What follows belongs to an exercise in optimizing a design on an open flow for small area and a short achievable clock period; a production flow would make more cautious choices. RTL that was checked went through simulation tests only; none was proved equivalent to the original.

==> run a: inputs <==
## component
module component (
    input  wire         clk,
    input  wire         rst,
    input  wire [31:0]  fifo1_data_in,
    input  wire [31:0]  fifo2_data_in,
    input  wire [31:0]  fifo3_data_in,
    input  wire         fifo1_write_en,
    input  wire         fifo2_write_en,
    input  wire         fifo3_write_en,
    input  wire         fifo1_read_en,
    input  wire         fifo2_read_en,
    input  wire         fifo3_read_en,
    output wire [31:0]  result_out,
    output wire         fifo1_empty,
    output wire         fifo2_empty,
    output wire         fifo3_empty,
    output wire         fifo1_full,
    output wire         fifo2_full,
    output wire         fifo3_full
);
==> module fifo, before the edit <==
module fifo #(
    parameter DATA_WIDTH = 32
) (
    input  wire                   clk,
    input  wire                   rst,
    input  wire                   wr_en,
    input  wire                   re_en,
    input  wire [DATA_WIDTH-1:0]  data_in,
    output wire [DATA_WIDTH-1:0]  next_head,
    output wire                   empty,
    output wire                   full
);
    localparam MDEPTH = 14;
    reg [DATA_WIDTH-1:0] memory [0:MDEPTH-1];
    reg [DATA_WIDTH-1:0] head;       
    reg [DATA_WIDTH-1:0] second;     
    reg [3:0] wr_ptr;
    reg [3:0] rd_ptr;
    reg [4:0] count;
    reg empty_reg;
    reg full_reg;
    reg one_reg;                     
    reg two_reg;                     
    reg many_reg;                    
    integer i;
    wire wr_fire = wr_en && !full_reg;
    wire rd_fire = re_en && !empty_reg;
    wire ld_din  = wr_en && (empty_reg || (re_en && one_reg));
    wire ld_sec  = re_en && (two_reg || many_reg);
    wire sec_din = wr_en && ((one_reg && !re_en) || (two_reg && re_en));
    wire pop     = re_en && many_reg;
    wire push    = wr_fire && !ld_din && !sec_din;
    assign next_head = ld_din ? data_in : (ld_sec ? second : head);
    reg [DATA_WIDTH-1:0] mem_out;
    always @* begin
        mem_out = {DATA_WIDTH{1'b0}};
        for (i = 0; i < MDEPTH; i = i + 1)
            mem_out = mem_out | (memory[i] & {DATA_WIDTH{rd_ptr == i}});
    end
    wire [4:0] count_next = count + {4'd0, wr_fire} - {4'd0, rd_fire};
    always @ (posedge clk or posedge rst) begin
        if (rst) begin
            wr_ptr    <= 4'd0;
            rd_ptr    <= 4'd0;
            count     <= 5'd0;
            empty_reg <= 1'b1;
            full_reg  <= 1'b0;
            one_reg   <= 1'b0;
            two_reg   <= 1'b0;
            many_reg  <= 1'b0;
        end else begin
            if (push)
                wr_ptr <= (wr_ptr == MDEPTH - 1) ? 4'd0 : wr_ptr + 4'd1;
            if (pop)
                rd_ptr <= (rd_ptr == MDEPTH - 1) ? 4'd0 : rd_ptr + 4'd1;
            count     <= count_next;
            empty_reg <= (count_next == 5'd0);
            full_reg  <= (count_next == 5'd16);
            one_reg   <= (count_next == 5'd1);
            two_reg   <= (count_next == 5'd2);
            many_reg  <= (count_next >= 5'd3);
        end
    end
    always @ (posedge clk) begin
        head <= next_head;
        if (sec_din)
            second <= data_in;
        else if (pop)
            second <= mem_out;
        if (push)
            memory[wr_ptr] <= data_in;
    end
    assign empty = empty_reg;
    assign full  = full_reg;
endmodule
clock: 13.0 ns
lec_check: 0
cap_margin: 20
core_margin: 2
core_utilization: 55
place_density: 0.7
slew_margin: 20
standard.sh (not shown) runs the stock make flow with config.mk's settings and CLKGATE_MAP_FILE= SYNTH_SCRIPT=/design/flow/synth_recipe.tcl, a recipe that flattens the netlist after the stock synthesis.
==> flow/flow/run.sh <==
#!/bin/bash
set -euo pipefail
MARGIN=${MARGIN:-6.3}
bash standard.sh \
  SETUP_SLACK_MARGIN=$MARGIN \
  "CTS_ARGS=-sink_clustering_enable -repair_clock_nets -dont_use_dummy_load -buf_list sky130_fd_sc_hd__clkbuf_16 -sink_clustering_size 27 -sink_clustering_max_diameter 90" \
  "BUFFER_PORTS_ARGS=-buffer_cell sky130_fd_sc_hd__buf_2" \
  finish > make_finish.log 2>&1
==> inputs of run b, as changes to run a <==
--- a/flow/design.v
+++ b/flow/design.v
@@ -10,63 +10,53 @@
     output wire                   empty,
     output wire                   full
 );
-    localparam MDEPTH = 14;
+    localparam MDEPTH = 15;
     reg [DATA_WIDTH-1:0] memory [0:MDEPTH-1];
-    reg [DATA_WIDTH-1:0] head;       
-    reg [DATA_WIDTH-1:0] second;     
+    reg [DATA_WIDTH-1:0] head;
     reg [3:0] wr_ptr;
-    reg [3:0] rd_ptr;
+    reg [MDEPTH-1:0] rd_sel;    
     reg [4:0] count;
     reg empty_reg;
     reg full_reg;
-    reg one_reg;                     
-    reg two_reg;                     
-    reg many_reg;                    
+    reg one_reg;
+    reg many_reg;
     integer i;
     wire wr_fire = wr_en && !full_reg;
     wire rd_fire = re_en && !empty_reg;
-    wire ld_din  = wr_en && (empty_reg || (re_en && one_reg));
-    wire ld_sec  = re_en && (two_reg || many_reg);
-    wire sec_din = wr_en && ((one_reg && !re_en) || (two_reg && re_en));
-    wire pop     = re_en && many_reg;
-    wire push    = wr_fire && !ld_din && !sec_din;
-    assign next_head = ld_din ? data_in : (ld_sec ? second : head);
+    wire ld_din = wr_en && (empty_reg || (re_en && one_reg));
+    wire ld_mem = re_en && many_reg;
+    wire push   = wr_fire && !ld_din;
     reg [DATA_WIDTH-1:0] mem_out;
     always @* begin
         mem_out = {DATA_WIDTH{1'b0}};
         for (i = 0; i < MDEPTH; i = i + 1)
-            mem_out = mem_out | (memory[i] & {DATA_WIDTH{rd_ptr == i}});
+            mem_out = mem_out | (memory[i] & {DATA_WIDTH{rd_sel[i]}});
     end
+    assign next_head = ld_din ? data_in : (ld_mem ? mem_out : head);
     wire [4:0] count_next = count + {4'd0, wr_fire} - {4'd0, rd_fire};
     always @ (posedge clk or posedge rst) begin
         if (rst) begin
             wr_ptr    <= 4'd0;
-            rd_ptr    <= 4'd0;
+            rd_sel    <= {{(MDEPTH-1){1'b0}}, 1'b1};
             count     <= 5'd0;
             empty_reg <= 1'b1;
             full_reg  <= 1'b0;
             one_reg   <= 1'b0;
-            two_reg   <= 1'b0;
             many_reg  <= 1'b0;
         end else begin
             if (push)
                 wr_ptr <= (wr_ptr == MDEPTH - 1) ? 4'd0 : wr_ptr + 4'd1;
-            if (pop)
-                rd_ptr <= (rd_ptr == MDEPTH - 1) ? 4'd0 : rd_ptr + 4'd1;
+            if (ld_mem)
+                rd_sel <= {rd_sel[MDEPTH-2:0], rd_sel[MDEPTH-1]};
             count     <= count_next;
             empty_reg <= (count_next == 5'd0);
             full_reg  <= (count_next == 5'd16);
             one_reg   <= (count_next == 5'd1);
-            two_reg   <= (count_next == 5'd2);
-            many_reg  <= (count_next >= 5'd3);
+            many_reg  <= (count_next >= 5'd2);
         end
     end
     always @ (posedge clk) begin
         head <= next_head;
-        if (sec_din)
-            second <= data_in;
-        else if (pop)
-            second <= mem_out;
         if (push)
             memory[wr_ptr] <= data_in;
     end
==> flow/flow/run.sh (replaced) <==
#!/bin/bash
set -euo pipefail
MARGIN=${MARGIN:-6}
bash standard.sh \
  SETUP_SLACK_MARGIN=$MARGIN \
  "CTS_ARGS=-sink_clustering_enable -repair_clock_nets -dont_use_dummy_load -buf_list sky130_fd_sc_hd__clkbuf_16 -sink_clustering_size 30 -sink_clustering_max_diameter 100" \
  "BUFFER_PORTS_ARGS=-buffer_cell sky130_fd_sc_hd__buf_2" \
  finish > make_finish.log 2>&1
--- a/flow/config.mk
+++ b/flow/config.mk
@@ -7,6 +7,6 @@
 export LEC_CHECK = 0
 export CAP_MARGIN = 20
 export CORE_MARGIN = 2
-export CORE_UTILIZATION = 55
-export PLACE_DENSITY = 0.7
+export CORE_UTILIZATION = 45
+export PLACE_DENSITY = 0.6
 export SLEW_MARGIN = 20
==> inputs of run c, as changes to run a <==
--- a/flow/design.v
+++ b/flow/design.v
@@ -15,7 +15,7 @@
     reg [DATA_WIDTH-1:0] head;       
     reg [DATA_WIDTH-1:0] second;     
     reg [3:0] wr_ptr;
-    reg [3:0] rd_ptr;
+    reg [MDEPTH-1:0] rd_sel;         
     reg [4:0] count;
     reg empty_reg;
     reg full_reg;
@@ -35,13 +35,13 @@
     always @* begin
         mem_out = {DATA_WIDTH{1'b0}};
         for (i = 0; i < MDEPTH; i = i + 1)
-            mem_out = mem_out | (memory[i] & {DATA_WIDTH{rd_ptr == i}});
+            mem_out = mem_out | (memory[i] & {DATA_WIDTH{rd_sel[i]}});
     end
     wire [4:0] count_next = count + {4'd0, wr_fire} - {4'd0, rd_fire};
     always @ (posedge clk or posedge rst) begin
         if (rst) begin
             wr_ptr    <= 4'd0;
-            rd_ptr    <= 4'd0;
+            rd_sel    <= {{(MDEPTH-1){1'b0}}, 1'b1};
             count     <= 5'd0;
             empty_reg <= 1'b1;
             full_reg  <= 1'b0;
@@ -52,7 +52,7 @@
             if (push)
                 wr_ptr <= (wr_ptr == MDEPTH - 1) ? 4'd0 : wr_ptr + 4'd1;
             if (pop)
-                rd_ptr <= (rd_ptr == MDEPTH - 1) ? 4'd0 : rd_ptr + 4'd1;
+                rd_sel <= {rd_sel[MDEPTH-2:0], rd_sel[MDEPTH-1]};
             count     <= count_next;
             empty_reg <= (count_next == 5'd0);
             full_reg  <= (count_next == 5'd16);
==> flow/flow/run.sh (replaced) <==
#!/bin/bash
set -euo pipefail
MARGIN=${MARGIN:-7.5}
bash standard.sh \
  SETUP_SLACK_MARGIN=$MARGIN \
  "CTS_ARGS=-sink_clustering_enable -repair_clock_nets -dont_use_dummy_load -buf_list sky130_fd_sc_hd__clkbuf_16 -sink_clustering_size 30 -sink_clustering_max_diameter 100" \
  "BUFFER_PORTS_ARGS=-buffer_cell sky130_fd_sc_hd__buf_2" \
  finish > make_finish.log 2>&1
--- a/flow/config.mk
+++ b/flow/config.mk
@@ -7,6 +7,6 @@
 export LEC_CHECK = 0
 export CAP_MARGIN = 20
 export CORE_MARGIN = 2
-export CORE_UTILIZATION = 55
-export PLACE_DENSITY = 0.7
+export CORE_UTILIZATION = 45
+export PLACE_DENSITY = 0.6
 export SLEW_MARGIN = 20
==> run notes <==
quantity                                                                 run a                    run c                    run b
Total vias in the final route                                           47,370                   47,480                   46,550
Fin worst setup slack                                                  6302 ps                  6338 ps                  6126 ps
Final Cycle Share                                                       51.52%                   51.25%                   52.88%
Crit path DAT                                                          7250 ps                  4060 ps                  7450 ps
Initial antenna violation count                                             36                       21                       25
Fraction of layout cells with a size suffix above 1                     11.50%                   21.18%                   9.850%
Core occupancy in the finished layout                                   60.61%                   52.30%                   49.05%
Total number of placement rows                                             136                      152                      151
Worst setup path startpoint                                      fifo1_read_en                 rows[25]            fifo2_read_en
Initial detailed-routing violation count                                 5,968                    5,468                    5,675
Proportion of cell area occupied by multi-input gates                   29.69%                   29.04%                   28.47%
Seq. cell area                                                    49,560 sq um             50,320 sq um             50,320 sq um
Run status                                             complete, no violations  complete, no violations  complete, no violations
For run b, only the layout was checked, not whether the RTL still works.

separate check: timing with driven ports:
The results above use ideal ports. As a check the final layouts listed here were re-extracted and re-timed, cells and wires unchanged. Step 1, drivers: a clkbuf_16 drives clk and a buf_2 each remaining input, both assumed. Step 2, shift: input delay + t, output delay - t, t = (earliest + latest rising clock arrival at the registers) / 2. This alone moves slack from input paths to output paths. Three values: ideal, step 1, step 2; two values: the first two.
| run | shift t [ns] | slack for setup (ns) | latest minus earliest clock arrival (ns) | worst slew at a driven data input, ns |
|---|---|---|---|---|
| run a | 0.785 | 6.302 / 6.365 / 5.579 | 0.091 / 0.091 | 0.20 |
| run b | 0.814 | 6.126 / 6.036 / 5.383 | 0.131 / 0.131 | 0.13 |
| run c | 0.797 | 6.338 / 6.244 / 5.704 | 0.085 / 0.085 | 0.21 |
After both steps every run listed still meets setup and hold. The setup slack of run b, which loses most, moves by -0.090 ns with the drivers and by -0.743 ns with both steps.
